From an optimization exercise on the open Yosys and OpenROAD flow, aimed at small area, a short achievable clock period and few clock cycles per item; shortcuts taken in it are not production practice. Where RTL was checked, it was by simulation tests only, not by an equivalence proof against the original. Function not checked in runs 3 and 6: the RTL went through the layout flow alone.

**design/flow/design.v**
```verilog
module register_param #(
    parameter BIT_LENGTH = 2048
) (
    input clk, rst,
    input load,
    input [BIT_LENGTH - 1 : 0] parIn,
    output reg [BIT_LENGTH - 1 : 0] parOut
);
    always@(posedge clk, posedge rst) begin
        if (rst == 1)
            parOut <= 0;
        else begin
            if (load == 1)
                parOut <= parIn;
        end
    end
endmodule
module adder #(
    parameter BIT_LENGTH = 32
) (
    input signed [BIT_LENGTH - 1 : 0] in1, in2,
    input mode,  
    output signed [BIT_LENGTH - 1 : 0] out
);
    assign out = (mode == 1) ? (in1 + in2) : (in1 - in2);
endmodule
module pfx_add #(parameter W = 30) (
    input [W-1:0] a, b,
    input cin,
    output [W-1:0] s
);
    localparam L = $clog2(W + 1);
    wire [W:0] g [0:L];
    wire [W:0] p [0:L];
    assign g[0] = {a & b, cin};
    assign p[0] = {a ^ b, 1'b0};
    genvar l, i;
    generate
        for (l = 0; l < L; l = l + 1) begin : lv
            for (i = 0; i <= W; i = i + 1) begin : b
                if ((i >> l) & 1) begin
                    assign g[l+1][i] = g[l][i] | (p[l][i] & g[l][((i >> l) << l) - 1]);
                    assign p[l+1][i] = p[l][i] & p[l][((i >> l) << l) - 1];
                end else begin
                    assign g[l+1][i] = g[l][i];
                    assign p[l+1][i] = p[l][i];
                end
            end
        end
    endgenerate
    assign s = p[0][W:1] ^ g[L][W-1:0];
endmodule
module upCounterRE #(
    parameter BIT_LENGTH = 16
) (
    input clk, rst,
    input init_cnt, en_cnt,
    output reg [BIT_LENGTH - 1 : 0] count
);
    always @(posedge clk, posedge rst) begin
        if (rst == 1)
            count <= 0;
        else begin
            if (init_cnt == 1)
                count <= 0;
            else if (en_cnt == 1)
                count <= count + 1;
        end
    end
endmodule
module cordic_linear_DP #(
    parameter FLOAT_SIZE = 24,
    parameter INT_SIZE = 8
) (
    input clk, rst,
    input signed [INT_SIZE + FLOAT_SIZE - 1:0] x, y, z,
    input mode,
    input loadX, loadY, loadZ,loadMode,
    input sel_input, adder_mode,
    input init_cnt, en_cnt,
    output signed [INT_SIZE + FLOAT_SIZE - 1:0] x_out, y_out, z_out,
    output co, phi
);
    wire signed [INT_SIZE + FLOAT_SIZE - 1:0] y_in, z_in;
    wire signed [INT_SIZE + FLOAT_SIZE - 1:0] out_adder_y, out_adder_z;
    assign y_in = (sel_input == 1) ? y : out_adder_y; 
    assign z_in = (sel_input == 1) ? z : out_adder_z; 
    register_param #(.BIT_LENGTH(INT_SIZE + FLOAT_SIZE)) X_Reg(
        .clk(clk),
        .rst(rst),
        .load(loadX),
        .parIn(x),
        .parOut(x_out)
    );
    register_param #(.BIT_LENGTH(INT_SIZE + FLOAT_SIZE)) Y_Reg(
        .clk(clk),
        .rst(rst),
        .load(loadY),
        .parIn(y_in),
        .parOut(y_out)
    );
    register_param #(.BIT_LENGTH(INT_SIZE + FLOAT_SIZE)) Z_Reg(
        .clk(clk),
        .rst(rst),
        .load(loadZ),
        .parIn(z_in),
        .parOut(z_out)
    );
    wire mode_val;
    register_param #(.BIT_LENGTH(1)) M_Reg(
        .clk(clk),
        .rst(rst),
        .load(loadMode),
        .parIn(mode),
        .parOut(mode_val)
    );
    wire [$clog2(FLOAT_SIZE) : 0] iter;
    upCounterRE #(.BIT_LENGTH($clog2(FLOAT_SIZE) + 1)) Iter_Count(
        .clk(clk),
        .rst(rst),
        .init_cnt(init_cnt),
        .en_cnt(en_cnt),
        .count(iter)
    );
    assign co = (iter == (FLOAT_SIZE)) ? 1'b1 : 1'b0;
    wire signed [INT_SIZE + FLOAT_SIZE - 1:0] x_shift, one, one_shift;
    assign x_shift = x >>> iter;
    assign one = { {(INT_SIZE-1){1'b0}}, 1'b1, {(FLOAT_SIZE){1'b0}} }; 
    assign one_shift = one >>> iter;
    adder #(.BIT_LENGTH(INT_SIZE + FLOAT_SIZE)) Y_Adder(
        .in1(y_out),
        .in2(x_shift),
        .mode(adder_mode),
        .out(out_adder_y)
    );
    adder #(.BIT_LENGTH(INT_SIZE + FLOAT_SIZE)) Z_Adder(
        .in1(z_out),
        .in2(one_shift),
        .mode(~adder_mode),
        .out(out_adder_z)
    );
    wire phi_rotate, phi_vector; 
    assign phi_rotate = (z_out[INT_SIZE + FLOAT_SIZE - 1] == 1) ? 1'b0 : 1'b1;
    assign phi_vector = (y_out[INT_SIZE + FLOAT_SIZE - 1] == 1) ? 1'b1 : 1'b0;
    assign phi = (mode_val == 1) ? phi_vector : phi_rotate;
endmodule
module cordic_linear_CU (
    input clk, rst,
    input start,
    input co, phi,
    output reg loadX, loadY, loadZ,loadMode,
    output reg sel_input, adder_mode,
    output reg init_cnt, en_cnt,
    output reg done
);
    parameter [1:0] IDLE = 0, INIT = 1, CALC = 2, DONE = 3;
    reg [1:0] ps, ns;
    always @(ps, start, co) begin
        case (ps)
            IDLE: ns = (start == 1) ? INIT : IDLE;
            INIT: ns = (start == 1 ) ? INIT : CALC;
            CALC: ns = (co == 1) ? DONE : CALC;
            DONE: ns = IDLE;
            default: ns = IDLE;
        endcase
    end
    always @(ps, phi) begin
        loadX = 0;
        loadY = 0;
        loadZ = 0;
        loadMode = 0;
        sel_input = 0;
        adder_mode = 0;
        init_cnt = 0;
        en_cnt = 0;
        done = 0;
        case (ps)
            IDLE: ;
            INIT: begin
                init_cnt = 1;
                loadX = 1;
                loadY = 1;
                loadZ = 1;
                loadMode = 1;
                sel_input = 1;
            end
            CALC: begin
                adder_mode = phi;
                en_cnt = 1;
                sel_input = 0;
                loadY = 1;
                loadZ = 1;
            end 
            DONE: done = 1;
            default: ;
        endcase
    end
    always @(posedge clk or posedge rst) begin
        if (rst == 1)
            ps <= IDLE;
        else 
            ps <= ns;
    end
endmodule
module cordic_linear #(
    parameter FLOAT_SIZE = 24,
    parameter INT_SIZE = 8
) (
    input clk, rst,
    input start,
    input signed [INT_SIZE + FLOAT_SIZE - 1:0] x, y, z,
    input mode,
    output signed [INT_SIZE + FLOAT_SIZE - 1:0] x_out, y_out, z_out,
    output done
);
    wire loadX, loadY, loadZ, loadMode;
    wire sel_input, adder_mode;
    wire init_cnt, en_cnt;
    wire co, phi;
    cordic_linear_DP #(.FLOAT_SIZE(FLOAT_SIZE), .INT_SIZE(INT_SIZE)) DP (
        .clk(clk),
        .rst(rst),
        .x(x),
        .y(y),
        .z(z),
        .mode(mode),
        .loadX(loadX),
        .loadY(loadY),
        .loadZ(loadZ),
        .loadMode(loadMode),
        .sel_input(sel_input),
        .adder_mode(adder_mode),
        .init_cnt(init_cnt),
        .en_cnt(en_cnt),
        .x_out(x_out),
        .y_out(y_out),
        .z_out(z_out),
        .co(co),
        .phi(phi)
    );
    cordic_linear_CU CU (
        .clk(clk),
        .rst(rst),
        .start(start),
        .co(co),
        .phi(phi),
        .loadX(loadX),
        .loadY(loadY),
        .loadZ(loadZ),
        .loadMode(loadMode),
        .sel_input(sel_input),
        .adder_mode(adder_mode),
        .init_cnt(init_cnt),
        .en_cnt(en_cnt),
        .done(done)
    );
endmodule
module reciprocal_float_DP (
    input clk, rst,
    input [31:0] x,
    input loadE, loadM, loadS,
    input selE, start_cordic,
    output [31:0] out,
    output done_cordic, zero_flag
);
    wire [7:0] E_val, E_in;
    wire [7:0] out_sub, E_reg_in;
    assign E_in = x[30:23];
    register_param #(.BIT_LENGTH(8)) E_Reg(
        .clk(clk),
        .rst(rst),
        .load(loadE),
        .parIn(E_reg_in),
        .parOut(E_val)
    );
    wire [22:0] M_val, M_in;
    assign M_in = x[22:0];
    register_param #(.BIT_LENGTH(23)) M_Reg(
        .clk(clk),
        .rst(rst),
        .load(loadM),
        .parIn(M_in),
        .parOut(M_val)
    );
    wire S_val, S_in;
    assign S_in = x[31];
    register_param #(.BIT_LENGTH(1)) S_Reg(
        .clk(clk),
        .rst(rst),
        .load(loadS),
        .parIn(S_in),
        .parOut(S_val)
    );
    assign E_reg_in = (selE == 1) ? E_in : out_sub;
    wire frac_zero;
    assign frac_zero = ~(|M_val);
    wire cin;
    assign cin = (frac_zero == 1) ? 1'b1 : 1'b0;
    assign out_sub = $unsigned(8'd253) - $unsigned(E_val) + cin;
    localparam FLOAT_SIZE = 24;
    localparam INT_SIZE = 2;
    wire signed [INT_SIZE + FLOAT_SIZE - 1:0] x_in, z, y;
    assign y = { {(INT_SIZE-1){1'b0}}, 1'b1, {(FLOAT_SIZE){1'b0}} };  
    assign z = {(INT_SIZE + FLOAT_SIZE){1'b0}};  
    assign x_in = { 2'b01, M_val, 1'b0};
    wire mode;
    assign mode = 1'b1;  
    wire signed [INT_SIZE + FLOAT_SIZE - 1:0] x_out, y_out, z_out;
    cordic_linear #(.FLOAT_SIZE(FLOAT_SIZE), .INT_SIZE(INT_SIZE)) Cordic_core(
        .clk(clk),
        .rst(rst),
        .start(start_cordic),
        .x(x_in),
        .y(y),
        .z(z),
        .mode(mode),
        .x_out(x_out),
        .y_out(y_out),
        .z_out(z_out),
        .done(done_cordic)
    );
    assign out = {S_val, E_val, z_out[22:0] };
    wire exp_zero;
    assign exp_zero = ~(|E_val);
    assign zero_flag = exp_zero && frac_zero;
endmodule
module reciprocal_float_CU (
    input clk, rst,
    input start,
    input done_cordic, zero_input,
    output reg loadE, loadM, loadS,
    output reg selE, start_cordic,
    output reg done, zero_flag
);
    parameter [2:0] IDLE = 0, INIT = 1, EXP = 2, CALC = 3, ZERO = 4;
    reg [2:0] ps, ns;
    always @(ps, start, zero_input, done_cordic) begin
        case (ps)
            IDLE: ns = (start == 1) ? INIT : IDLE;
            INIT: ns = (start == 1) ? INIT : EXP;
            EXP: ns = (zero_input == 1) ? ZERO : CALC;
            CALC: ns = (done_cordic == 1) ? IDLE : CALC;
            ZERO: ns = IDLE; 
            default: ns = IDLE;
        endcase
    end
    always @(ps, done_cordic, zero_input) begin
        loadE = 0;
        loadM = 0;
        loadS = 0;
        selE = 0;
        start_cordic = 0;
        done = 0;
        zero_flag = 0;
        case (ps)
            IDLE: ;
            INIT: begin
                selE = 1;
                loadE = 1;
                loadM = 1;
                loadS = 1;
            end 
            EXP: begin
                loadE = 1;
                start_cordic = ~zero_input;  
            end
            CALC: done = done_cordic;
            ZERO: begin
                done = 1;
                zero_flag = 1;
            end
            default: ;
        endcase
    end
    always @(posedge clk or posedge rst) begin
        if (rst == 1)
            ps <= IDLE;
        else 
            ps <= ns;
    end
endmodule
module reciprocal_float(
    input clk, rst,
    input start,
    input [31:0] x,
    output [31:0] out,
    output done, zero_flag
);
    localparam NC = 23;          
    localparam W = 29;           
    reg busy, done_r, first_r;
    reg [4:0] cnt;
    reg [22:0] xm_r;             
    reg [W-1:0] r;
    reg s_r, zf_r, mz_r, p24_r;
    wire [22:0] keep;
    genvar k;
    generate
        for (k = 0; k < 23; k = k + 1) begin : dec
            assign keep[k] = ~busy | (cnt < k);
        end
    endgenerate
    wire first = first_r;
    wire [W-1:0] xm0 = {{(W-25){1'b0}}, 1'b1, xm_r, 1'b0};
    wire p0 = ~r[W-1];
    wire [W-1:1] b0 = xm0[W-1:1] ^ {(W-1){p0}};
    wire [W-1:1] t0;
    pfx_add #(.W(W-1)) ad0 (.a(r[W-1:1]), .b(b0), .cin(p0 | first), .s(t0));
    wire [W-1:0] rn = {t0[W-2:1], r[0], p0};
    wire mz = ~(|x[22:0]);
    wire last = (cnt == NC - 1);
    wire [7:0] ex = ~x[30:23] - 8'd2 + {7'd0, mz_r};
    always @(posedge clk or posedge rst) begin
        if (rst) begin
            busy <= 1'b0;
            done_r <= 1'b0;
        end else begin
            done_r <= busy && last;
            if (!busy)
                busy <= start;
            else if (last)
                busy <= 1'b0;
        end
    end
    always @(posedge clk) begin
        first_r <= ~busy;
        cnt <= busy ? cnt + 5'd1 : 5'd0;
        if (!busy)
            r <= ~{{(W-25){1'b0}}, x[22:0], 2'b00};
        else if (first && mz_r)
            r <= {{(W-25){1'b1}}, 23'd0, 2'b11};
        else if (last)
            r <= {ex, rn[20:0]};
        else
            r <= rn;
        xm_r <= x[22:0] & keep;
        p24_r <= ~t0[W-1];
        s_r <= x[31];
        mz_r <= mz;
        zf_r <= mz & ~(|x[30:23]);
    end
    assign done = done_r;
    assign zero_flag = zf_r;
    assign out = {s_r, r[28:21], r[20:0], p24_r, 1'b1};
endmodule
```
**design/flow/constraint.sdc**
```tcl
create_clock -name core_clock -period 11.0 [get_ports {clk}]
set_input_delay 2.2000 -clock core_clock [delete_from_list [all_inputs] [get_ports {clk}]]
set_output_delay 2.2000 -clock core_clock [all_outputs]
set_load 0.01 [all_outputs]
```
**design/flow/config.mk**
```make
export PLATFORM = sky130hd
export DESIGN_NAME = reciprocal_float
export DESIGN_NICKNAME = reciprocal_float
export VERILOG_FILES = /design/flow/design.v
export SDC_FILE = /design/flow/constraint.sdc
export NUM_CORES = 4
export LEC_CHECK = 0
export CAP_MARGIN = 20
export CORE_MARGIN = 2
export CORE_UTILIZATION = 40
export SLEW_MARGIN = 20
export SYNTH_HIERARCHICAL = 1
export SYNTH_MINIMUM_KEEP_SIZE = 0
```
**design/flow/flow/run.sh**
```bash
#!/bin/bash
# The standard layout (standard.sh, unchanged synthesis), with repair_timing
# aiming below the clock period and smaller port buffers.
set -euo pipefail
bash standard.sh SETUP_SLACK_MARGIN=7.8 'BUFFER_PORTS_ARGS=-buffer_cell sky130_fd_sc_hd__buf_1' finish > standard_flow.log 2>&1
```
**design/flow/standard.sh**
```bash
#!/bin/bash
# synth_recipe.tcl (not shown) runs the flow's synth.tcl, then flattens the netlist and writes it again
# the make line also repeats each setting of config.mk as NAME=value (left out here)
make -C /OpenROAD-flow-scripts/flow DESIGN_CONFIG=/design/flow/config.mk WORK_HOME=/design/flow/orfs CLKGATE_MAP_FILE= SYNTH_SCRIPT=/design/flow/synth_recipe.tcl "${@:-finish}"
```
==> results of run 1 <==
==> sequential cells by signal, indices dropped and copies added (netlist names) <==
name and count:
r 29, xm_r 23, cnt 5, busy 1
done_r 1, first_r 1, mz_r 1, p24_r 1
s_r 1, zf_r 1
==> cells in the final DEF, fill, tap and decap left out, types with 8 or more instances in the layout <==
master    count
ha_1         29
dfxtp_1      61
nor3_1       11
o21ai_0      29
nor2_1       20
nor4_1        8
buf_1        66
nand2_1      35
a21oi_1      25
inv_1        17
xor2_1       17
clkbuf_8     15
o21a_1       17
xnor2_1      38
==> worst max-delay path by stage <==
stage | start | endpoint | cells after the start
after CTS | r[28] | r[22] | 12
after detailed placement | r[28] | r[22] | 11
after floorplan | x[23] | r[28] | 6
after global routing | r[28] | r[25] | 12
final | r[28] | out[30] | 2
after global placement | x[23] | r[28] | 7
==> critical path, cell delays in order, from the launching register on <==
cell,delay (ns)
dfxtp_4,0.36
buf_12,0.12
buf_2,0.13
==> layer usage <==
metal	vias up	GRT usage, %
met5	-	0
met4	0	8.430
met3	11	2.952
met2	63	29.99
met1	1450	24.78
li1	1544	-
==> cell families (layout without fill, tap and decap cells) <==
group           count (synthesis)  after routing  share of synthesized area, %
fa+ha+maj                      34             34                         12.67
mux                             3              3                        0.8220
simple gates                  110            110                         14.69
xor+xnor                       55             55                         13.18
buf+inv                        39            107                         4.863
compound gates                105            105                         18.32
other cells                     1              1                        0.1026
flops                          64             64                         35.34
==> cell type report <==
class	count	area [um^2]	area share [%]
Multi-Input combinational cell	308	2213	51.98
Tap cell	108	135.1	3.174
Timing Repair Buffer	73	310.3	7.288
Clock buffer	15	206.4	4.849
Sequential cell	64	1295	30.41
Inverter	18	67.56	1.587
Clock inverter	1	30.03	0.7053
==> timing repair <==
action,4_1_cts,5_1_grt
pin swaps,0,1
buffers inserted,3,0
hold buffers,0,0
setup endpoints to repair,14,9
endpoints found under the hold margin,0,0
gates resized for setup,7,4
==> through the flow <==
stage | hold slack (ns) | area, um^2 | std cells
2_1_floorplan | 0.4757 | 3654 | 411
3_3_place_gp | 0.4166 | 3953 | 568
3_5_place_dp | 0.4213 | 3953 | 568
4_1_cts | 0.4405 | 4234 | 587
5_1_grt | 0.4704 | 4258 | 587
6_report | 0.4295 | 4258 | 587
==> summary.md, run 1 <==
| Metric | Value |
|---|---|
| N_diodes | 0 |
| First-pass GRT wire length | 14640 um |
| Root buffer cell | clkbuf_8 |
| Length of routed met3 wiring | 345 um |
| Most common cell in the netlist | dfxtp_1 |
| Hold Path Sink | r[1] |
| WL final | 8739 um |
| Syn Inst Count | 411 |
| Clk slew on worst S/H paths | 0.07 ns |
| Mapped cell area | 3654 um^2 |
| GRT Total Usage | 18.68% |
| Worst Path Max Fanout | 2 |
| Htree depth | 3 |
| Syn nets | 480 |
| Post-DRT Antenna Nets | 0 |
| Setup TNS | 0 ns |
| Hold_sp | r[0] |
| WL/cell | 14.89 um |
| Worst r2r path cells | 13 |
| FF-to-FF End | r[24] |
| Gpl congestion | 0.7978 |
| Max cap viols | 0 |
| DP HPWL | 6463 um |
| Synth async-reset ratio | 3.125% |
| Critical path type | register to primary output |
| DR WL met2 | 3979 um |
| Skew final | 0.009443 ns |
| Post-layout util | 48.35% |
| Drt drc | 0 |
| Rel. slew slack | 28.04% |
| Yosys top cell by area | dfxtp_1 |
| Setup violations, final | 0 |
| FF+latch count, synth | 64 |
| DR iter-0 viols | 86 |
| Warnings from Yosys | 8 |
| Routed vias | 3068 |
| Layout Nets | 543 |
| Core area | 8806 um^2 |
| Clock latency on the worst-skew pair | 0.34 ns |
| CTS tree | yes |
| Slew Viols, Final | 0 |
| Met1 Routed Length | 4271 um |
| Max Clk Rate | 0.3180 GHz |
| EDFF count, synth | 0 |
| Top sig layer | met4 |
| R2r setup slk | 8.00 ns |
| CP Data Arrival Time | 0.94 ns |
| Vias in the first global route | 3081 |
| Synth-to-Final Area Change | 16.54% |
| Hold Fails Final Rpt | 0 |
| Distinct cells, synth | 53 |
| Die Ht | 99.57 um |
| Die W | 99.57 um |
| Worst setup SP type | register |
| Ranking of synthesized cells by area | dfxtp_1 (34%), ha_1 (9.9%), xnor2_1 (9.1%), o21ai_0 (4.1%), xor2_1 (4.1%) |
| Final min period | 3.145 ns |
| Seq/Total Area, Yosys | 35.34% |
| Rows | 34 |
| IO Pins | 69 |
| GR Overflow Total | 0 |
| Final period util | 28.59% |
| IO Port Bufs | 67 |
| Antenna violations before repair | 0 |
| RSZ-0062 raised after global routing | no |
| Fraction of layout cells with a size suffix above 1 | 6.889% |
| Status | complete, no violations |
| Min setup slack post-route | 7.855 ns |
| Clock Sinks | 64 |
| Largest net degree at the start of global routing | 34 |
| # fillers | 880 |
| Avg Cell Area, Syn | 8.889 um^2 |
| Clk buf depth | 2 |
| Hold path depth | 1 |
| Main flop type after synthesis | dfxtp_1 |
| CTS buffer count | 9 |
| RR Startpoint | r[28] |
| Full die area | 9914 um^2 |
| Share of the synthesized area in the top cell type | 33.97% |
| CP Capture Type | primary output |
| Vias per Instance | 5.227 |
| Starting Density | 41.49% |
| Pre-CTS WS | 7.459 ns |
| Worst slew pin tran | 1.079 ns |
| Top post-synthesis cells by count | dfxtp_1 (62), xnor2_1 (38), nand2_1 (35) |
| Pre-antenna DRT Iters | 4 |
| Min-delay worst type | register to register |
| Crit path required time | 8.80 ns |
Testbench counts, summed over its fixed seeds: cycles 40,000, items 1,600.
==> inputs of run 2 (changes only) <==
--- a/design/flow/config.mk
+++ b/design/flow/config.mk
@@ -9,5 +9,3 @@
 export CORE_MARGIN = 2
 export CORE_UTILIZATION = 40
 export SLEW_MARGIN = 20
-export SYNTH_HIERARCHICAL = 1
-export SYNTH_MINIMUM_KEEP_SIZE = 0
==> run 2 against run 1 <==
  * Still clean on timing, DRC and antenna
  * Flip-flop and latch count did not move
  * Non-clock buffer count decreased by 2
  * Synthesized area is 3.2% lower
  * Core utilization hardly changed
  * Critical path depth up 7
  * Die area down 3.0%
  * Sequential share of layout area rose by 0.55 points
  * Wire length decreased by 1.3%
  * Via count fell by 3.7%
  * Critical path type is now input pin to register
  * Critical endpoint is now r[26]
  * Largest cell class unchanged
==> summary.md, run 2 <==
| Metric | Value |
|---|---|
| Die Ht | 98.06 um (was 99.57 um) |
| Pre-CTS WS | 7.413 ns (was 7.459 ns) |
| First-pass GRT wire length | 14280 um (was 14640 um) |
| Pre-antenna DRT Iters | 4 (unchanged) |
| Top post-synthesis cells by count | dfxtp_1 (62), xnor2_1 (40), ha_1 (29), nand2_1 (29), a21oi_1 (23) (was dfxtp_1 (62), xnor2_1 (38), nand2_1 (35)) |
| Antenna violations before repair | 0 (unchanged) |
| Min setup slack post-route | 7.795 ns (was 7.855 ns) |
| Clock latency on the worst-skew pair | 0.34 ns (about the same) |
| Main flop type after synthesis | dfxtp_1 (unchanged) |
| Die W | 98.06 um (was 99.57 um) |
| Rows | 34 (unchanged) |
| Vias per Instance | 5.267 (was 5.227) |
| CP Data Arrival Time | 3.43 ns (was 0.94 ns) |
| Full die area | 9615 um^2 (was 9914 um^2) |
| Starting Density | 40.97% (was 41.49%) |
| Fraction of layout cells with a size suffix above 1 | 8.168% (was 6.889%) |
| Clock Sinks | 64 (unchanged) |
| Core area | 8636 um^2 (was 8806 um^2) |
| Clk slew on worst S/H paths | 0.08 ns (was 0.07 ns) |
| Drt drc | 0 (unchanged) |
| Share of the synthesized area in the top cell type | 35.08% (was 33.97%) |
| Gpl congestion | 0.8528 (was 0.7978) |
| Root buffer cell | clkbuf_8 (unchanged) |
| Htree depth | 3 (unchanged) |
| Setup TNS | 0 ns (unchanged) |
| CP Capture Type | register (was primary output) |
| Vias in the first global route | 2917 (was 3081) |
| GRT Total Usage | 18.61% (was 18.68%) |
| Layout Nets | 517 (was 543) |
| N_diodes | 0 (unchanged) |
| Hold Fails Final Rpt | 0 (unchanged) |
| GR Overflow Total | 0 (unchanged) |
| Final Non-Filler Cells | 561 (was 587) |
| FF+latch count, synth | 64 (unchanged) |
| RSZ-0062 raised after global routing | no (unchanged) |
| Min-delay worst type | register to register (unchanged) |
| Seq/Total Area, Yosys | 36.49% (was 35.34%) |
| Syn Inst Count | 385 (was 411) |
| Fin area | 4174 um^2 (was 4258 um^2) |
| Commonest non-fill, non-tap cell in the layout | buf_1 (unchanged) |
| Distinct cells, synth | 53 (unchanged) |
| Final min period | 3.205 ns (was 3.145 ns) |
| IO Port Bufs | 67 (unchanged) |
| Ranking of synthesized cells by area | dfxtp_1 (35%), ha_1 (10%), xnor2_1 (9.9%), a21oi_1 (3.3%), nand2_1 (3.1%) (was dfxtp_1 (34%), ha_1 (9.9%), xnor2_1 (9.1%), o21ai_0 (4.1%), xor2_1 (4.1%)) |
| Worst Path Max Fanout | 2 (unchanged) |
| Most frequent cells in the layout | buf_1 (66), dfxtp_1 (61), xnor2_1 (40) (was buf_1 (66), dfxtp_1 (61), xnor2_1 (38)) |
| CTS tree | yes (unchanged) |
| Critical path type | input pin to register (was register to primary output) |
| EDFF count, synth | 0 (unchanged) |
| Post-DRT Antenna Nets | 0 (unchanged) |
| Crit path required time | 11.22 ns (was 8.80 ns) |
| Placed cell count | 544 (was 568) |
| Slew Viols, Final | 0 (unchanged) |
| Status | complete, no violations (unchanged) |
| Avg Cell Area, Syn | 9.191 um^2 (was 8.889 um^2) |
| Synth-to-Final Area Change | 17.96% (was 16.54%) |
| Syn nets | 454 (was 480) |
| Clk buf depth | 2 (unchanged) |
| Largest net degree at the start of global routing | 35 (was 34) |
| CTS buffer count | 9 (unchanged) |
| Worst slew pin tran | 0.8652 ns (was 1.079 ns) |
| Largest Register | r (unchanged) |
| Rel. slew slack | 42.18% (was 28.04%) |
| Max FFs per register | 29 (unchanged) |
| WL final | 8623 um (was 8739 um) |
| Synth async-reset ratio | 3.125% (unchanged) |
| Placement Cell Area | 3908 um^2 (was 3953 um^2) |
| Warnings from Yosys | 2 (was 8) |
| DP HPWL | 6366 um (was 6463 um) |
| DR iter-0 viols | 91 (was 86) |
| Max Clk Rate | 0.3120 GHz (was 0.3180 GHz) |
| Yosys top cell by area | dfxtp_1 (unchanged) |
| WL/cell | 15.37 um (was 14.89 um) |
| Most common cell in the netlist | dfxtp_1 (unchanged) |
| Routed vias | 2955 (was 3068) |
| Max cap viols | 0 (unchanged) |
| IO Pins | 69 (unchanged) |
| Hold-fix buffers, CTS | 0 (unchanged) |
| Largest registers | r x29, xm_r x23, cnt x5 (unchanged) |
| Skew final | 0.01518 ns (was 0.009443 ns) |
| Final period util | 29.14% (was 28.59%) |
| Mapped cell area | 3538 um^2 (was 3654 um^2) |
| Worst setup SP type | input pin (was register) |
| Setup violations, final | 0 (unchanged) |
run 2: critical path, stage by stage:
cell	delay (ns)
buf_2	0.15
inv_8	0.03
ha_4	0.15
nor2b_1	0.18
nand4_1	0.16
buf_4	0.17
xor2_1	0.13
a21oi_1	0.16
o31ai_1	0.10
run 2: stage by stage:
step                util, %  hold WS (ns)
floorplan                 -        0.4702
global placement      45.25        0.4269
detailed placement    45.25        0.4416
CTS                   48.06        0.4625
global route          48.33        0.4757
finish                48.33        0.4536
run 2: area by class of cell:
type                       count  area, um^2
clock buffer                  13       158.9
clock inverter                 3       65.06
fill                         877        4462
inverter                      13       56.30
multi-input combinational    289        2171
sequential                    64        1292
tap                          108       135.1
timing repair buffer          71       295.3
run 2: what timing repair did:
item	CTS	global route
gates resized for setup	5	4
buffers inserted	0	1
pin swaps	0	2
endpoints found under the setup margin	7	8
gates cloned	0	0
run 2: final timing paths:
path,startpoint,endpoint,slack (ns),depth (start not counted)
setup / recovery,x[23],r[26],7.79,9
hold / removal,r[0],r[1],0.45,1
setup reg to reg,r[28],r[28],7.97,11
hold reg to reg,r[0],r[1],0.45,1
max in group asynchronous,rst,busy,9.23,2
min in group asynchronous,rst,done_r,1.66,2
run 2: logic make-up (layout without fill, tap and decap cells):
family          Yosys count  in the layout  share of synthesized area, %
flops                    64             64                         36.49
mux                       1              1                        0.2829
simple gates            103            103                         14.53
fa+ha+maj                34             34                         13.08
buf+inv                  32            100                         3.713
other cells               1              1                        0.1060
xor+xnor                 50             50                         12.38
compound gates          100            100                         19.41
run 2: metal layers:
| layer | GRT usage, % | part of all wire, % | vias up | wire (um) |
|---|---|---|---|---|
| li1 | - | - | 1493 | - |
| met1 | 24.96 | 47 | 1380 | 4081 |
| met2 | 29.50 | 46 | 69 | 4007 |
| met3 | 4.152 | 4.3 | 13 | 369 |
| met4 | 6.731 | 1.9 | 0 | 165 |
| met5 | 0 | 0 | - | 0 |
==> inputs of run 3 (changes only) <==
--- a/design/flow/design.v
+++ b/design/flow/design.v
@@ -403,7 +403,8 @@
     wire first = first_r;
     wire [W-1:0] xm0 = {{(W-25){1'b0}}, 1'b1, xm_r, 1'b0};
     wire p0 = ~r[W-1];
-    wire [W-1:1] b0 = xm0[W-1:1] ^ {(W-1){p0}};
+    wire fm = first & mz_r;
+    wire [W-1:1] b0 = (xm0[W-1:1] ^ {(W-1){p0}}) | {{(W-25){fm}}, {24{1'b0}}};
     wire [W-1:1] t0;
     pfx_add #(.W(W-1)) ad0 (.a(r[W-1:1]), .b(b0), .cin(p0 | first), .s(t0));
     wire [W-1:0] rn = {t0[W-2:1], r[0], p0};
@@ -427,8 +428,6 @@
         cnt <= busy ? cnt + 5'd1 : 5'd0;
         if (!busy)
             r <= ~{{(W-25){1'b0}}, x[22:0], 2'b00};
-        else if (first && mz_r)
-            r <= {{(W-25){1'b1}}, 23'd0, 2'b11};
         else if (last)
             r <= {ex, rn[20:0]};
         else
--- a/design/flow/config.mk
+++ b/design/flow/config.mk
@@ -9,3 +9,5 @@
 export CORE_MARGIN = 2
 export CORE_UTILIZATION = 40
 export SLEW_MARGIN = 20
+export SYNTH_HIERARCHICAL = 1
+export SYNTH_MINIMUM_KEEP_SIZE = 0
==> run 3 against run 2 <==
  * Still clean on timing, DRC and antenna
  * Register-to-register slack gained 0.02 ns
  * Final cell count grew 6.6%
  * Core utilization shrank 0.73 points
  * Synthesized area grew 6.8%
  * Clock skew shrank 0.0057 ns
  * Clock-buffer cell count grew 1
  * First-iteration DRC count shrank 5.5%
  * Die area grew 6.5%
  * Synthesized cell count grew 9.6%
  * Non-clock buffer count grew 2
  * Design area grew 4.9%
  * Critical path type is now register to primary output
  * Critical endpoint is now out[30]
  * Largest cell class unchanged
  * Highest routed layer unchanged
==> summary.md, run 3 <==
| Metric | Value |
|---|---|
| Status | complete, no violations (unchanged) |
| Post-DRT Antenna Nets | 0 (unchanged) |
| R2r setup slk | 7.99 ns (was 7.97 ns) |
| Rows | 35 (was 34) |
| Hold Worst Slack | 0.4459 ns (was 0.4536 ns) |
| Slew Viols, Final | 0 (unchanged) |
| Pre-antenna DRT Iters | 4 (unchanged) |
| FF+latch count, synth | 64 (unchanged) |
| WL final | 8782 um (was 8623 um) |
| CP Data Arrival Time | 0.97 ns (was 3.43 ns) |
| Gpl congestion | 0.8721 (was 0.8528) |
| Clock latency on the worst-skew pair | 0.34 ns (about the same) |
| FF-to-FF End | r[27] (was r[28]) |
| DP HPWL | 6515 um (was 6366 um) |
| Vias per Instance | 5.202 (was 5.267) |
| Hold_sp | r[0] (unchanged) |
| RSZ-0062 raised after global routing | no (unchanged) |
| Worst setup SP type | register (was input pin) |
| Synth-to-Final Area Change | 15.86% (was 17.96%) |
| Htree depth | 3 (unchanged) |
| Min-delay worst type | register to register (unchanged) |
| Top post-synthesis cells by count | dfxtp_1 (62), xnor2_1 (40), nand2_1 (34) (was dfxtp_1 (62), xnor2_1 (40), ha_1 (29), nand2_1 (29), a21oi_1 (23)) |
| Clk slew on worst S/H paths | 0.07 ns (was 0.08 ns) |
| Largest registers | r x29, xm_r x23, cnt x5 (unchanged) |
| Skew final | 0.009487 ns (was 0.01518 ns) |
| Commonest non-fill, non-tap cell in the layout | buf_1 (unchanged) |
| Hold-fix buffers, CTS | 0 (unchanged) |
| Full die area | 10240 um^2 (was 9615 um^2) |
| Main flop type after synthesis | dfxtp_1 (unchanged) |
| Critical path type | register to primary output (was input pin to register) |
| Avg Cell Area, Syn | 8.954 um^2 (was 9.191 um^2) |
| IO Pins | 69 (unchanged) |
| EDFF count, synth | 0 (unchanged) |
| Yosys top cell by area | dfxtp_1 (unchanged) |
| WL/cell | 14.69 um (was 15.37 um) |
| # fillers | 899 (was 877) |
| Most frequent cells in the layout | buf_1 (66), dfxtp_1 (61), xnor2_1 (40) (unchanged) |
| Hold path depth | 1 (unchanged) |
| Largest net degree at the start of global routing | 56 (was 35) |
| Rel. slew slack | 46.33% (was 42.18%) |
| Syn Inst Count | 422 (was 385) |
| Max cap viols | 0 (unchanged) |
| Multi-input gate area | 2310 um^2 (was 2171 um^2) |
| Worst slew pin tran | 0.8041 ns (was 0.8652 ns) |
| Largest Register | r (unchanged) |
| Worst Path Max Fanout | 4 (was 2) |
| Worst r2r path cells | 14 (was 11) |
| Most common cell in the netlist | dfxtp_1 (unchanged) |
| Root buffer cell | clkbuf_8 (unchanged) |
| Clk buf depth | 2 (unchanged) |
| Sequential cell area | 1292 um^2 (unchanged) |
| Synth async-reset ratio | 3.125% (unchanged) |
| Drt drc | 0 (unchanged) |
| Max FFs per register | 29 (unchanged) |
| Share of the synthesized area in the top cell type | 32.85% (was 35.08%) |
| Max Clk Rate | 0.3152 GHz (was 0.3120 GHz) |
| GRT Total Usage | 17.76% (was 18.61%) |
| Hold Path Sink | r[1] (unchanged) |
| Die W | 101.2 um (was 98.06 um) |
| CTS tree | yes (unchanged) |
| Starting Density | 41.09% (was 40.97%) |
| Routed vias | 3111 (was 2955) |
| First-pass GRT wire length | 14180 um (was 14280 um) |
| Final min period | 3.172 ns (was 3.205 ns) |
| DR iter-0 viols | 86 (was 91) |
| Crit path required time | 8.80 ns (was 11.22 ns) |
| Vias in the first global route | 2967 (was 2917) |
| Mapped cell area | 3779 um^2 (was 3538 um^2) |
| Fraction of layout cells with a size suffix above 1 | 8.214% (was 8.168%) |
| Distinct cells, synth | 52 (was 53) |
| Setup violations, final | 0 (unchanged) |
| CP Capture Type | primary output (was register) |
| GR Overflow Total | 0 (unchanged) |
| Die Ht | 101.2 um (was 98.06 um) |
| Syn nets | 491 (was 454) |
| Layout Nets | 551 (was 517) |
| IO Port Bufs | 67 (unchanged) |
| Hold Fails Final Rpt | 0 (unchanged) |
| Setup TNS | 0 ns (unchanged) |
| Antenna violations before repair | 0 (unchanged) |
| Ranking of synthesized cells by area | dfxtp_1 (33%), ha_1 (9.6%), xnor2_1 (9.3%), o21ai_0 (3.8%), nand2_1 (3.4%) (was dfxtp_1 (35%), ha_1 (10%), xnor2_1 (9.9%), a21oi_1 (3.3%), nand2_1 (3.1%)) |
| N_diodes | 0 (unchanged) |
| CTS buffer count | 9 (unchanged) |
| Warnings from Yosys | 8 (was 2) |
| Seq/Total Area, Yosys | 34.17% (was 36.49%) |
| Core area | 9196 um^2 (was 8636 um^2) |
| Final period util | 28.84% (was 29.14%) |
| RR Startpoint | r[28] (unchanged) |
| Clock Sinks | 64 (unchanged) |
## run 3: cell types whose count changed after synthesis, moves of 4 or more
cell	change
o22ai_1	-13
nand2_1	+5
o21ai_1	+5
inv_1	+7
o21a_1	+4
and3_1	-4
clkbuf_1	-6
o21ai_0	+15
buf_2	+9
nor3_1	+8
## run 3: how the worst max path moves through the flow
stage / slack, ns / from / cells past startpoint / end
final: 7.83 / r[28] / 2 / out[30]
after floorplan: 7.80 / x[23] / 7 / r[27]
after global routing: 7.80 / r[28] / 14 / r[27]
after detailed placement: 7.58 / x[23] / 8 / r[27]
after CTS: 7.82 / r[28] / 13 / r[24]
after global placement: 7.63 / x[23] / 8 / r[27]
## run 3: cell families after synthesis
group / count (synthesis) / share of synthesized area [%]
compound gates: 110 / 19.44
xor+xnor: 52 / 12.05
fa+ha+maj: 34 / 12.25
buf+inv: 43 / 5.563
flops: 64 / 34.17
other cells: 1 / 0.09924
simple gates: 118 / 16.42
## run 3: layout make-up
class | instances | share of cell area [%]
tap | 111 | 3.172
clock inverter | 2 | 0.8002
timing repair buffer | 73 | 7.945
sequential | 64 | 29.52
clock buffer | 14 | 4.173
multi-input combinational | 315 | 52.76
inverter | 19 | 1.629
## run 3: per-layer routing
metal	wire length, um	vias to the layer above	track usage (%)	share of wire (%)
met2	4078	51	29.34	46
met5	0	-	0	0
met1	4292	1460	23.35	49
met4	124	0	6.757	1.4
met3	287	11	2.899	3.3
li1	-	1589	-	-
## run 3: what timing repair did
action / CTS / global route
gates cloned: 1 / 0
pin swaps: 0 / 1
gates resized for setup: 5 / 6
setup buffers: 1 / 2
endpoints found under the setup margin: 7 / 7
## run 3: worst max-delay path, stage by stage, from the launching register on
cell and delay, ns:
dfxtp_2 0.38, buf_12 0.13, buf_2 0.12
## run 3: through the flow
step,util [%],instance area (um^2),worst slack (ns),std cells
final,47.61,4378,7.828,598
after global routing,47.61,4378,7.796,598
after CTS,47.09,4330,7.815,596
after detailed placement,43.99,4045,7.582,578
after global placement,43.99,4045,7.631,578
after floorplan,-,3779,7.801,422
==> inputs of run 4 (changes only) <==
--- a/design/flow/design.v
+++ b/design/flow/design.v
@@ -403,8 +403,7 @@
     wire first = first_r;
     wire [W-1:0] xm0 = {{(W-25){1'b0}}, 1'b1, xm_r, 1'b0};
     wire p0 = ~r[W-1];
-    wire fm = first & mz_r;
-    wire [W-1:1] b0 = (xm0[W-1:1] ^ {(W-1){p0}}) | {{(W-25){fm}}, {24{1'b0}}};
+    wire [W-1:1] b0 = xm0[W-1:1] ^ {(W-1){p0}};
     wire [W-1:1] t0;
     pfx_add #(.W(W-1)) ad0 (.a(r[W-1:1]), .b(b0), .cin(p0 | first), .s(t0));
     wire [W-1:0] rn = {t0[W-2:1], r[0], p0};
@@ -428,6 +427,8 @@
         cnt <= busy ? cnt + 5'd1 : 5'd0;
         if (!busy)
             r <= ~{{(W-25){1'b0}}, x[22:0], 2'b00};
+        else if (first && mz_r)
+            r <= {{(W-25){1'b1}}, 23'd0, 2'b11};
         else if (last)
             r <= {ex, rn[20:0]};
         else
==> design/flow/flow/run.sh (replaced) <==
#!/bin/bash
# The standard layout (standard.sh, unchanged synthesis), with repair_timing
# aiming below the clock period and smaller port buffers.
set -euo pipefail
bash standard.sh SETUP_SLACK_MARGIN=7.7 'BUFFER_PORTS_ARGS=-buffer_cell sky130_fd_sc_hd__buf_1' finish > standard_flow.log 2>&1
==> run 4 against run 3 <==
  * Design area down 3.5%
  * Highest routed layer unchanged
  * Flip-flop and latch count unchanged
  * Synthesized cell count down 2.6%
  * Register-to-register slack worse by 0.07 ns
  * Clock-buffer cell count up 1
  * Critical path type unchanged
==> summary.md, run 4 <==
| Metric | Value |
|---|---|
| Status | complete, no violations (unchanged) |
| Commonest non-fill, non-tap cell in the layout | buf_1 (unchanged) |
| Worst slew pin tran | 1.072 ns (was 0.8041 ns) |
| IO Port Bufs | 67 (unchanged) |
| GR Overflow Total | 0 (unchanged) |
| Top post-synthesis cells by count | dfxtp_1 (62), xnor2_1 (38), nand2_1 (35) (was dfxtp_1 (62), xnor2_1 (40), nand2_1 (34)) |
| Setup TNS | 0 ns (unchanged) |
| Vias per Instance | 5.234 (was 5.202) |
| Largest registers | r x29, xm_r x23, cnt x5 (unchanged) |
| Max FFs per register | 29 (unchanged) |
| DR iter-0 viols | 84 (was 86) |
| Clk buf depth | 2 (unchanged) |
| Min setup slack post-route | 7.750 ns (was 7.828 ns) |
| Routed vias | 3062 (was 3111) |
| Mapped cell area | 3654 um^2 (was 3779 um^2) |
| DP HPWL | 6463 um (was 6515 um) |
| Clock Sinks | 64 (unchanged) |
| Yosys top cell by area | dfxtp_1 (unchanged) |
| CP Capture Type | primary output (unchanged) |
| GRT Total Usage | 18.40% (was 17.76%) |
| Final min period | 3.250 ns (was 3.172 ns) |
| Antenna violations before repair | 0 (unchanged) |
| Most common cell in the netlist | dfxtp_1 (unchanged) |
| First-pass GRT wire length | 14450 um (was 14180 um) |
| Fraction of layout cells with a size suffix above 1 | 6.289% (was 8.214%) |
| Min-delay worst type | register to register (unchanged) |
| Most frequent cells in the layout | buf_1 (66), dfxtp_1 (61), xnor2_1 (38) (was buf_1 (66), dfxtp_1 (61), xnor2_1 (40)) |
| WL/cell | 14.84 um (was 14.69 um) |
| Vias in the first global route | 3052 (was 2967) |
| FF+latch count, synth | 64 (unchanged) |
| Syn nets | 480 (was 491) |
| Clock latency on the worst-skew pair | 0.34 ns (about the same) |
| Rows | 34 (was 35) |
| CTS buffer count | 9 (unchanged) |
| IO Pins | 69 (unchanged) |
| Layout Nets | 541 (was 551) |
| Core area | 8806 um^2 (was 9196 um^2) |
| Setup violations, final | 0 (unchanged) |
| Seq/Total Area, Yosys | 35.34% (was 34.17%) |
| Die W | 99.57 um (was 101.2 um) |
| Share of the synthesized area in the top cell type | 33.97% (was 32.85%) |
| Distinct cells, synth | 53 (was 52) |
| Main flop type after synthesis | dfxtp_1 (unchanged) |
| Skew final | 0.009485 ns (was 0.009487 ns) |
| Warnings from Yosys | 8 (unchanged) |
| N_diodes | 0 (unchanged) |
| Critical path type | register to primary output (unchanged) |
| Largest net degree at the start of global routing | 34 (was 56) |
| Drt drc | 0 (unchanged) |
| Hold Fails Final Rpt | 0 (unchanged) |
| CTS tree | yes (unchanged) |
| Synth-to-Final Area Change | 15.65% (was 15.86%) |
| Root buffer cell | clkbuf_8 (unchanged) |
| Final period util | 29.54% (was 28.84%) |
| Synth async-reset ratio | 3.125% (unchanged) |
| Crit path required time | 8.80 ns (about the same) |
| Full die area | 9914 um^2 (was 10240 um^2) |
| Worst setup SP type | register (unchanged) |
| Clk slew on worst S/H paths | 0.07 ns (about the same) |
| Die Ht | 99.57 um (was 101.2 um) |
| Avg Cell Area, Syn | 8.889 um^2 (was 8.954 um^2) |
| Max Clk Rate | 0.3077 GHz (was 0.3152 GHz) |
| R2r setup slk | 7.92 ns (was 7.99 ns) |
| Largest Register | r (unchanged) |
| EDFF count, synth | 0 (unchanged) |
| Slew Viols, Final | 0 (unchanged) |
| Hold-fix buffers, CTS | 0 (unchanged) |
| CP Data Arrival Time | 1.05 ns (was 0.97 ns) |
| Post-layout util | 47.98% (was 47.61%) |
| Pre-antenna DRT Iters | 5 (was 4) |
| Max cap viols | 0 (unchanged) |
| Post-DRT Antenna Nets | 0 (unchanged) |
| Gpl congestion | 0.7978 (was 0.8721) |
| Ranking of synthesized cells by area | dfxtp_1 (34%), ha_1 (9.9%), xnor2_1 (9.1%), o21ai_0 (4.1%), xor2_1 (4.1%) (was dfxtp_1 (33%), ha_1 (9.6%), xnor2_1 (9.3%), o21ai_0 (3.8%), nand2_1 (3.4%)) |
| Starting Density | 41.49% (was 41.09%) |
| Pre-CTS WS | 7.459 ns (was 7.582 ns) |
| Syn Inst Count | 411 (was 422) |
| RSZ-0062 raised after global routing | yes (was no) |
| WL final | 8683 um (was 8782 um) |
| Htree depth | 3 (unchanged) |
| Worst Path Max Fanout | 17 (was 4) |
| Rel. slew slack | 28.55% (was 46.33%) |
[run 4: cells by family (layout without fill, tap and decap cells)]
kind of cell | after synthesis | count (layout) | share of synthesized area [%]
AND/OR/NAND/NOR | 110 | 110 | 14.69
multiplexers | 3 | 3 | 0.8220
flip-flops | 64 | 64 | 35.34
AO/OA/AOI/OAI | 105 | 105 | 18.32
buffers and inverters | 39 | 105 | 4.863
other | 1 | 1 | 0.1026
XOR/XNOR | 55 | 55 | 13.18
adder cells (fa/ha/maj) | 34 | 34 | 12.67
[run 4: what timing repair did]
item | 4_1_cts | 5_1_grt
resized for setup | 4 | 4
setup buffers | 1 | 0
endpoints found under the setup margin | 13 | 5
[run 4: per-layer routing]
metal	vias up	global-route usage [%]	wire, um
met5	-	0	0
met4	0	8.430	164
met3	13	2.952	375
met2	63	29.57	3949
met1	1447	24.30	4193
li1	1539	-	-
[run 4: final cells by class]
type / count / area, um^2
Clock buffer: 15 / 206.4
Timing Repair Buffer: 71 / 290.3
Sequential cell: 64 / 1295
Clock inverter: 1 / 30.03
Multi-Input combinational cell: 308 / 2201
Tap cell: 108 / 135.1
Inverter: 18 / 67.56
Fill cell: 885 / 4581
[run 4: worst max-delay path, stage by stage (launching register included)]
cell and delay [ns]:
dfxtp_4 0.36, buf_8 0.18, clkbuf_2 0.16
[run 4: final timing paths]
| kind | from | to | cells past startpoint |
|---|---|---|---|
| worst min register to register | r[0] | r[1] | 1 |
| worst max-delay path | r[28] | out[30] | 2 |
| min in group asynchronous | rst | done_r | 2 |
| worst min-delay path | r[0] | r[1] | 1 |
| max in group asynchronous | rst | busy | 2 |
| worst max register to register | r[28] | r[24] | 13 |
[run 4: per-stage QoR]
step | cells | hold WS (ns) | area [um^2]
6_report | 585 | 0.4298 | 4225
5_1_grt | 585 | 0.4704 | 4225
4_1_cts | 585 | 0.4405 | 4208
3_5_place_dp | 568 | 0.4213 | 3953
3_3_place_gp | 568 | 0.4166 | 3953
2_1_floorplan | 411 | 0.4757 | 3654
Testbench counts of run 4, summed over its fixed seeds: cycles 40,000, items 1,600.
==> inputs of run 5 (changes only) <==
==> design/flow/flow/run.sh (replaced) <==
#!/bin/bash
# The standard layout (standard.sh, unchanged synthesis), with repair_timing
# aiming below the clock period and smaller port buffers.
set -euo pipefail
bash standard.sh SETUP_SLACK_MARGIN=7.9 'BUFFER_PORTS_ARGS=-buffer_cell sky130_fd_sc_hd__buf_1' finish > standard_flow.log 2>&1
==> run 5 against run 4 <==
  * Hold slack gained 0.015 ns
  * Global-route usage grew 0.34 points
  * Clock-buffer cell count is the same
  * Final cell count grew 0.68%
  * Sequential share of layout area shrank 0.23 points
  * Critical path depth is the same
  * Setup slack gained 0.11 ns
==> summary.md, run 5 <==
| Metric | Value |
|---|---|
| Status | complete, no violations (unchanged) |
| FF+latch count, synth | 64 (unchanged) |
| Min-delay worst type | register to register (unchanged) |
| Die Ht | 99.57 um (unchanged) |
| Fraction of layout cells with a size suffix above 1 | 10.19% (was 6.289%) |
| Hold Fails Final Rpt | 0 (unchanged) |
| N_diodes | 0 (unchanged) |
| Clk buf depth | 2 (unchanged) |
| Synth async-reset ratio | 3.125% (unchanged) |
| Most frequent cells in the layout | dfxtp_1 (59), buf_1 (53), xnor2_1 (38) (was buf_1 (66), dfxtp_1 (61), xnor2_1 (38)) |
| Distinct cells, synth | 53 (unchanged) |
| Max FFs per register | 29 (unchanged) |
| Setup TNS | 0 ns (unchanged) |
| CTS buffer count | 9 (unchanged) |
| Top post-synthesis cells by count | dfxtp_1 (62), xnor2_1 (38), nand2_1 (35) (unchanged) |
| Crit path required time | 8.80 ns (about the same) |
| Final period util | 28.56% (was 29.54%) |
| Fin area | 4265 um^2 (was 4225 um^2) |
| Seq/Total Area, Yosys | 35.34% (unchanged) |
| Mapped cell area | 3654 um^2 (unchanged) |
| Clk slew on worst S/H paths | 0.07 ns (about the same) |
| Min setup slack post-route | 7.859 ns (was 7.750 ns) |
| Htree depth | 3 (unchanged) |
| Synth-to-Final Area Change | 16.75% (was 15.65%) |
| Placement Cell Area | 3958 um^2 (was 3953 um^2) |
| Largest Register | r (unchanged) |
| Clock Sinks | 64 (unchanged) |
| Starting Density | 41.49% (unchanged) |
| Core area | 8806 um^2 (unchanged) |
| Share of the synthesized area in the top cell type | 33.97% (unchanged) |
| CP Capture Type | primary output (unchanged) |
| R2r setup slk | 8.09 ns (was 7.92 ns) |
| RR Startpoint | r[28] (unchanged) |
| Worst slew pin tran | 0.6044 ns (was 1.072 ns) |
| Ranking of synthesized cells by area | dfxtp_1 (34%), ha_1 (9.9%), xnor2_1 (9.1%), o21ai_0 (4.1%), xor2_1 (4.1%) (unchanged) |
| DR iter-0 viols | 145 (was 84) |
| Die W | 99.57 um (unchanged) |
| CTS tree | yes (unchanged) |
| Hold-fix buffers, CTS | 0 (unchanged) |
| Commonest non-fill, non-tap cell in the layout | dfxtp_1 (was buf_1) |
| Final Non-Filler Cells | 589 (was 585) |
| Pre-antenna DRT Iters | 4 (was 5) |
| Synth Area in Simple Gates | 14.69% (unchanged) |
| EDFF count, synth | 0 (unchanged) |
| Syn Inst Count | 411 (unchanged) |
| Root buffer cell | clkbuf_8 (unchanged) |
| IO Pins | 69 (unchanged) |
| WL/cell | 15.11 um (was 14.84 um) |
| Critical path type | register to primary output (unchanged) |
| GR Overflow Total | 0 (unchanged) |
| FF-to-FF End | r[25] (was r[24]) |
| Syn nets | 480 (unchanged) |
| Rows | 34 (unchanged) |
| GRT Total Usage | 18.75% (was 18.40%) |
| Skew final | 0.007298 ns (was 0.009485 ns) |
| # fillers | 900 (was 885) |
| Synth Area in Compound Gates | 18.32% (unchanged) |
| Antenna violations before repair | 0 (unchanged) |
| Largest registers | r x29, xm_r x23, cnt x5 (unchanged) |
| Worst Path Max Fanout | 2 (was 17) |
| Placed cell count | 568 (unchanged) |
| Setup violations, final | 0 (unchanged) |
| Sequential cell area | 1297 um^2 (was 1295 um^2) |
| Largest family of logic cells by synthesized area | compound AO/OA/AOI/OAI gates (unchanged) |
| Adder-Cell Fraction of Synth Area | 12.67% (unchanged) |
| Worst r2r path cells | 13 (unchanged) |
| Proportion of synthesized area in mux cells | 0.8219% (unchanged) |
| DP HPWL | 6531 um (was 6463 um) |
| Multi-input gate area | 2246 um^2 (was 2201 um^2) |
| Rel. slew slack | 59.65% (was 28.55%) |
| IO Port Bufs | 67 (unchanged) |
| Avg Cell Area, Syn | 8.889 um^2 (unchanged) |
| Full die area | 9914 um^2 (unchanged) |
| Worst setup SP type | register (unchanged) |
| RSZ-0062 raised after global routing | yes (unchanged) |
| Critical path origin | r[28] (unchanged) |
| Largest net degree at the start of global routing | 34 (unchanged) |
| Pre-CTS WS | 7.446 ns (was 7.459 ns) |
| Post-DRT Antenna Nets | 0 (unchanged) |
| First-pass GRT wire length | 14670 um (was 14450 um) |
| Vias per Instance | 5.246 (was 5.234) |
| WL final | 8898 um (was 8683 um) |
| Routed vias | 3090 (was 3062) |
| Max cap viols | 0 (unchanged) |
| Setup crit end | out[30] (unchanged) |
| Most common cell in the netlist | dfxtp_1 (unchanged) |
| Xor-xnor portion of the synthesized cell area | 13.18% (unchanged) |
| Main flop type after synthesis | dfxtp_1 (unchanged) |
| Yosys top cell by area | dfxtp_1 (unchanged) |
| Hold Worst Slack | 0.4449 ns (was 0.4298 ns) |
| Gpl congestion | 0.9270 (was 0.7978) |
| CP Data Arrival Time | 0.94 ns (was 1.05 ns) |
| Max Clk Rate | 0.3183 GHz (was 0.3077 GHz) |
| Slew Viols, Final | 0 (unchanged) |
| Final min period | 3.141 ns (was 3.250 ns) |
| Vias in the first global route | 3018 (was 3052) |
| Clock latency on the worst-skew pair | 0.33 ns (was 0.34 ns) |
| Warnings from Yosys | 8 (unchanged) |
| Layout Nets | 545 (was 541) |
| Drt drc | 0 (unchanged) |
[run 5: cell count changes in the layout (fill, tap and decap cells not counted), sizes merged]
cell,delta
clkbuf,+11
buf,-7
clkinv,+1
bufinv,-1
[run 5: area by class of cell]
type | count | area share [%]
multi-input cells | 308 | 52.65
flip-flops and latches | 64 | 30.42
repair buffers | 75 | 8.624
clock buffers | 15 | 3.432
well taps | 108 | 3.168
inverters | 18 | 1.584
clock inverters | 1 | 0.1173
[run 5: worst min path at each step]
stage               slack, ns     end  cells past startpoint    from
floorplan                0.48  cnt[0]                      1  cnt[0]
detailed placement       0.43    r[1]                      1    r[0]
finish                   0.44    r[1]                      1    r[0]
global placement         0.42    r[1]                      1    r[0]
CTS                      0.45    r[1]                      1    r[0]
global route             0.49    r[1]                      1    r[0]
[run 5: what timing repair did]
action | in CTS | in global routing
pin swaps | 0 | 6
setup endpoints to repair | 17 | 23
resized for setup | 13 | 22
buffers inserted | 2 | 3
[run 5: logic make-up after synthesis]
family | after synthesis
buf+inv | 39
compound gates | 105
xor+xnor | 55
fa+ha+maj | 34
flops | 64
mux | 3
simple gates | 110
other cells | 1
[run 5: layer usage]
layer	vias up	GRT usage [%]	share of wire, %
li1	1560	-	-
met3	6	4.989	4.5
met4	0	5.058	0.79
met2	81	30.15	47
met1	1443	24.96	48
met5	-	0	0
[run 5: worst max-delay path, cell delays in order, from the launching register on]
cell	delay, ns
dfxtp_4	0.37
buf_12	0.13
buf_6	0.11
[run 5: through the flow]
step                      util, %
after floorplan                 -
after global placement      44.94
after detailed placement    44.94
after CTS                   47.40
after global routing        48.44
final                       48.44
==> inputs of run 6 (changes only) <==
--- a/design/flow/design.v
+++ b/design/flow/design.v
@@ -38,9 +38,9 @@
     generate
         for (l = 0; l < L; l = l + 1) begin : lv
             for (i = 0; i <= W; i = i + 1) begin : b
-                if ((i >> l) & 1) begin
-                    assign g[l+1][i] = g[l][i] | (p[l][i] & g[l][((i >> l) << l) - 1]);
-                    assign p[l+1][i] = p[l][i] & p[l][((i >> l) << l) - 1];
+                if (i >= (1 << l)) begin
+                    assign g[l+1][i] = g[l][i] | (p[l][i] & g[l][i - (1 << l)]);
+                    assign p[l+1][i] = p[l][i] & p[l][i - (1 << l)];
                 end else begin
                     assign g[l+1][i] = g[l][i];
                     assign p[l+1][i] = p[l][i];
==> design/flow/flow/run.sh (replaced) <==
#!/bin/bash
# The standard layout (standard.sh, unchanged synthesis), with repair_timing
# aiming below the clock period and smaller port buffers.
set -euo pipefail
bash standard.sh SETUP_SLACK_MARGIN=7.8 'BUFFER_PORTS_ARGS=-buffer_cell sky130_fd_sc_hd__buf_1' finish > standard_flow.log 2>&1
==> run 6 against run 5 <==
  * Still clean
  * Setup slack lost 0.019 ns
  * Critical endpoint unchanged
  * Sequential share of layout area shrank 2.6 points
  * Via count grew 15%
  * Clock-buffer cell count shrank 5
  * First-iteration DRC count grew 17%
==> summary.md, run 6 <==
| Metric | Value |
|---|---|
| IO Pins | 69 (unchanged) |
| First-pass GRT wire length | 16460 um (was 14670 um) |
| Setup TNS | 0 ns (unchanged) |
| RSZ-0062 raised after global routing | yes (unchanged) |
| Worst r2r path cells | 14 (was 13) |
| Clock Sinks | 64 (unchanged) |
| Starting Density | 40.84% (was 41.49%) |
| WL final | 10620 um (was 8898 um) |
| Max incr delay on CP | 0.36 ns (was 0.37 ns) |
| Final period util | 28.73% (was 28.56%) |
| Rel. slew slack | 35.70% (was 59.65%) |
| IO Port Bufs | 67 (unchanged) |
| Clock latency on the worst-skew pair | 0.35 ns (was 0.33 ns) |
| Fraction of layout cells with a size suffix above 1 | 10.02% (was 10.19%) |
| Seq/Total Area, Yosys | 32.65% (was 35.34%) |
| CTS buffer count | 9 (unchanged) |
| Levels on crit path | 2 (unchanged) |
| Root buffer cell | clkbuf_8 (unchanged) |
| EDFF count, synth | 0 (unchanged) |
| Synth-to-Final Area Change | 17.75% (was 16.75%) |
| Commonest non-fill, non-tap cell in the layout | buf_1 (was dfxtp_1) |
| Final Non-Filler Cells | 672 (was 589) |
| Full die area | 10700 um^2 (was 9914 um^2) |
| Clk slew on worst S/H paths | 0.08 ns (was 0.07 ns) |
| Gpl congestion | 0.9063 (was 0.9270) |
| Synth async-reset ratio | 3.125% (unchanged) |
| Most common cell in the netlist | dfxtp_1 (unchanged) |
| Vias per Instance | 5.275 (was 5.246) |
| Main flop type after synthesis | dfxtp_1 (unchanged) |
| Slowest CP cell | dfxtp_4 (unchanged) |
| CTS tree | yes (unchanged) |
| Routed vias | 3545 (was 3090) |
| Ranking of synthesized cells by area | dfxtp_1 (31%), ha_1 (9.5%), xnor2_1 (9.3%), nand2_1 (4.9%), a21oi_1 (4.7%) (was dfxtp_1 (34%), ha_1 (9.9%), xnor2_1 (9.1%), o21ai_0 (4.1%), xor2_1 (4.1%)) |
| Core area | 9684 um^2 (was 8806 um^2) |
| Share of the synthesized area in the top cell type | 31.38% (was 33.97%) |
| Mapped cell area | 3955 um^2 (was 3654 um^2) |
| Critical-path cell list | buf_12 > buf_2 (was buf_12 > buf_6) |
| Hold Worst Slack | 0.4703 ns (was 0.4449 ns) |
| Top post-synthesis cells by count | dfxtp_1 (62), nand2_1 (52), xnor2_1 (42) (was dfxtp_1 (62), xnor2_1 (38), nand2_1 (35)) |
| Crit path required time | 8.80 ns (about the same) |
| DP HPWL | 7667 um (was 6531 um) |
| Post-DRT Antenna Nets | 0 (unchanged) |
| Drt drc | 0 (unchanged) |
| FF-to-FF End | r[27] (was r[25]) |
| FF+latch count, synth | 64 (unchanged) |
| RR Startpoint | r[28] (unchanged) |
| Distinct cells, synth | 55 (was 53) |
| Pre-CTS WS | 7.460 ns (was 7.446 ns) |
| Vias in the first global route | 3347 (was 3018) |
| Largest registers | r x29, xm_r x23, cnt x5 (unchanged) |
| Max FFs per register | 29 (unchanged) |
| Die Ht | 103.4 um (was 99.57 um) |
| Yosys top cell by area | dfxtp_1 (unchanged) |
| Placed cell count | 646 (was 568) |
| Clk buf depth | 2 (unchanged) |
| Antenna violations before repair | 0 (unchanged) |
| Syn Inst Count | 465 (was 411) |
| Worst Path Max Fanout | 2 (unchanged) |
| N_diodes | 0 (unchanged) |
| Largest net degree at the start of global routing | 33 (was 34) |
| Htree depth | 3 (unchanged) |
| Rows | 36 (was 34) |
| Syn nets | 531 (was 480) |
| Setup crit end | out[30] (unchanged) |
| WL/cell | 15.80 um (was 15.11 um) |
| Min-delay worst type | register to register (unchanged) |
| Final min period | 3.160 ns (was 3.141 ns) |
| Largest Register | r (unchanged) |
| Setup violations, final | 0 (unchanged) |
| Most frequent cells in the layout | buf_1 (66), dfxtp_1 (61), nand2_1 (52) (was dfxtp_1 (59), buf_1 (53), xnor2_1 (38)) |
| DR iter-0 viols | 170 (was 145) |
| Worst setup SP type | register (unchanged) |
| GR Overflow Total | 0 (unchanged) |
| Min setup slack post-route | 7.840 ns (was 7.859 ns) |
| CP Data Arrival Time | 0.96 ns (was 0.94 ns) |
| Warnings from Yosys | 8 (unchanged) |
| Layout Nets | 600 (was 545) |
| Avg Cell Area, Syn | 8.505 um^2 (was 8.889 um^2) |
| Skew final | 0.007998 ns (was 0.007298 ns) |
| Worst slew pin tran | 0.9645 ns (was 0.6044 ns) |
| Hold Fails Final Rpt | 0 (unchanged) |
| Max Clk Rate | 0.3164 GHz (was 0.3183 GHz) |
| GRT Total Usage | 20.20% (was 18.75%) |
| Slew Viols, Final | 0 (unchanged) |
| Die W | 103.4 um (was 99.57 um) |
| Critical path type | register to primary output (unchanged) |
| R2r setup slk | 7.96 ns (was 8.09 ns) |
| CP Capture Type | primary output (unchanged) |
| Status | complete, no violations (unchanged) |
| Critical path origin | r[28] (unchanged) |
| Pre-antenna DRT Iters | 5 (was 4) |
| Max cap viols | 0 (unchanged) |
| Crit path max-delay family | flip-flops (unchanged) |
-- run 6: cell types whose count changed after synthesis, moves of 5 or more --
cell	previous run	this run
o21ai_0	30	35
a21o_1	5	16
nand2_1	35	52
nor2_1	20	31
a21oi_1	25	37
nor3_1	12	7
-- run 6: timing repair --
| item | in CTS | in global routing |
|---|---|---|
| pin swaps | 1 | 12 |
| setup endpoints to repair | 9 | 6 |
| hold buffers | 0 | 0 |
| resized for setup | 8 | 16 |
| setup buffers | 4 | 6 |
| cloned | 0 | 0 |
-- run 6: area by class of cell --
cell class | count | area, um^2
Multi-Input combinational cell | 365 | 2591
Timing Repair Buffer | 80 | 379.1
Tap cell | 133 | 166.4
Clock inverter | 6 | 35.03
Fill cell | 972 | 5027
Inverter | 14 | 52.55
Sequential cell | 64 | 1295
Clock buffer | 10 | 137.6
-- run 6: per-stage QoR --
| stage | utilization (%) | instance area, um^2 |
|---|---|---|
| floorplan | - | 3955 |
| global placement | 44.20 | 4280 |
| detailed placement | 44.20 | 4280 |
| CTS | 46.78 | 4531 |
| global route | 48.09 | 4657 |
| finish | 48.09 | 4657 |
-- run 6: per-layer routing --
metal | vias up | GRT usage [%] | part of all wire, %
met3 | 9 | 3.629 | 4.6
met4 | 0 | 7.794 | 1.0
met2 | 85 | 30.82 | 46
li1 | 1774 | - | -
met1 | 1677 | 28.38 | 49
met5 | - | 0 | 0
-- run 6: kinds of logic after synthesis --
family	share of synthesized area (%)
buffers and inverters	4.239
flip-flops	32.65
XOR/XNOR	12.84
adder cells (fa/ha/maj)	9.997
AND/OR/NAND/NOR	16.64
other	0.09482
multiplexers	0.7593
AO/OA/AOI/OAI	22.78
-- run 6: worst min path at each step --
stage                     cells past startpoint   start     end
after floorplan                               1  cnt[0]  cnt[0]
after global placement                        1    r[0]    r[1]
after detailed placement                      1    r[0]    r[1]
after CTS                                     1    r[0]    r[1]
after global routing                          1    r[0]    r[1]
final                                         1    r[0]    r[1]

[separate check: timing with driven ports]
No port has a modelled driver above. Below, the same layouts with a new extraction and two added sets of constraints. Step 1 (the two cells are an assumption about what drives the block):
set clk [get_ports {clk}]
set_driving_cell -lib_cell sky130_fd_sc_hd__clkbuf_16 $clk
set_driving_cell -lib_cell sky130_fd_sc_hd__buf_2 [delete_from_list [all_inputs] $clk]
Step 2, shift: input delay + t, output delay - t, t = (earliest + latest rising clock arrival at the registers) / 2. This alone moves slack from input paths to output paths. a / b / c = no drivers / after step 1 / after step 2; a / b = the first two.
run	t, ns	slack for setup (ns)	clock arrival spread, ns	worst register clock-pin slew, ns	cell pins on the clock port's net
run 1	0.369	7.855 / 7.824 / 7.619	0.009 / 0.010	0.07 / 0.07	1
run 2	0.365	7.795 / 7.807 / 7.441	0.016 / 0.015	0.08 / 0.08	1
run 3	0.368	7.828 / 7.796 / 7.579	0.009 / 0.010	0.07 / 0.07	1
run 4	0.370	7.750 / 7.720 / 7.518	0.009 / 0.010	0.07 / 0.07	1
run 5	0.362	7.859 / 7.827 / 7.639	0.008 / 0.007	0.07 / 0.07	1
run 6	0.380	7.840 / 7.808 / 7.526	0.008 / 0.008	0.08 / 0.08	1
After both steps every run listed still meets setup and hold. For run 2, which loses most, drivers alone change the setup slack by +0.012 ns; drivers and shift together by -0.354 ns.
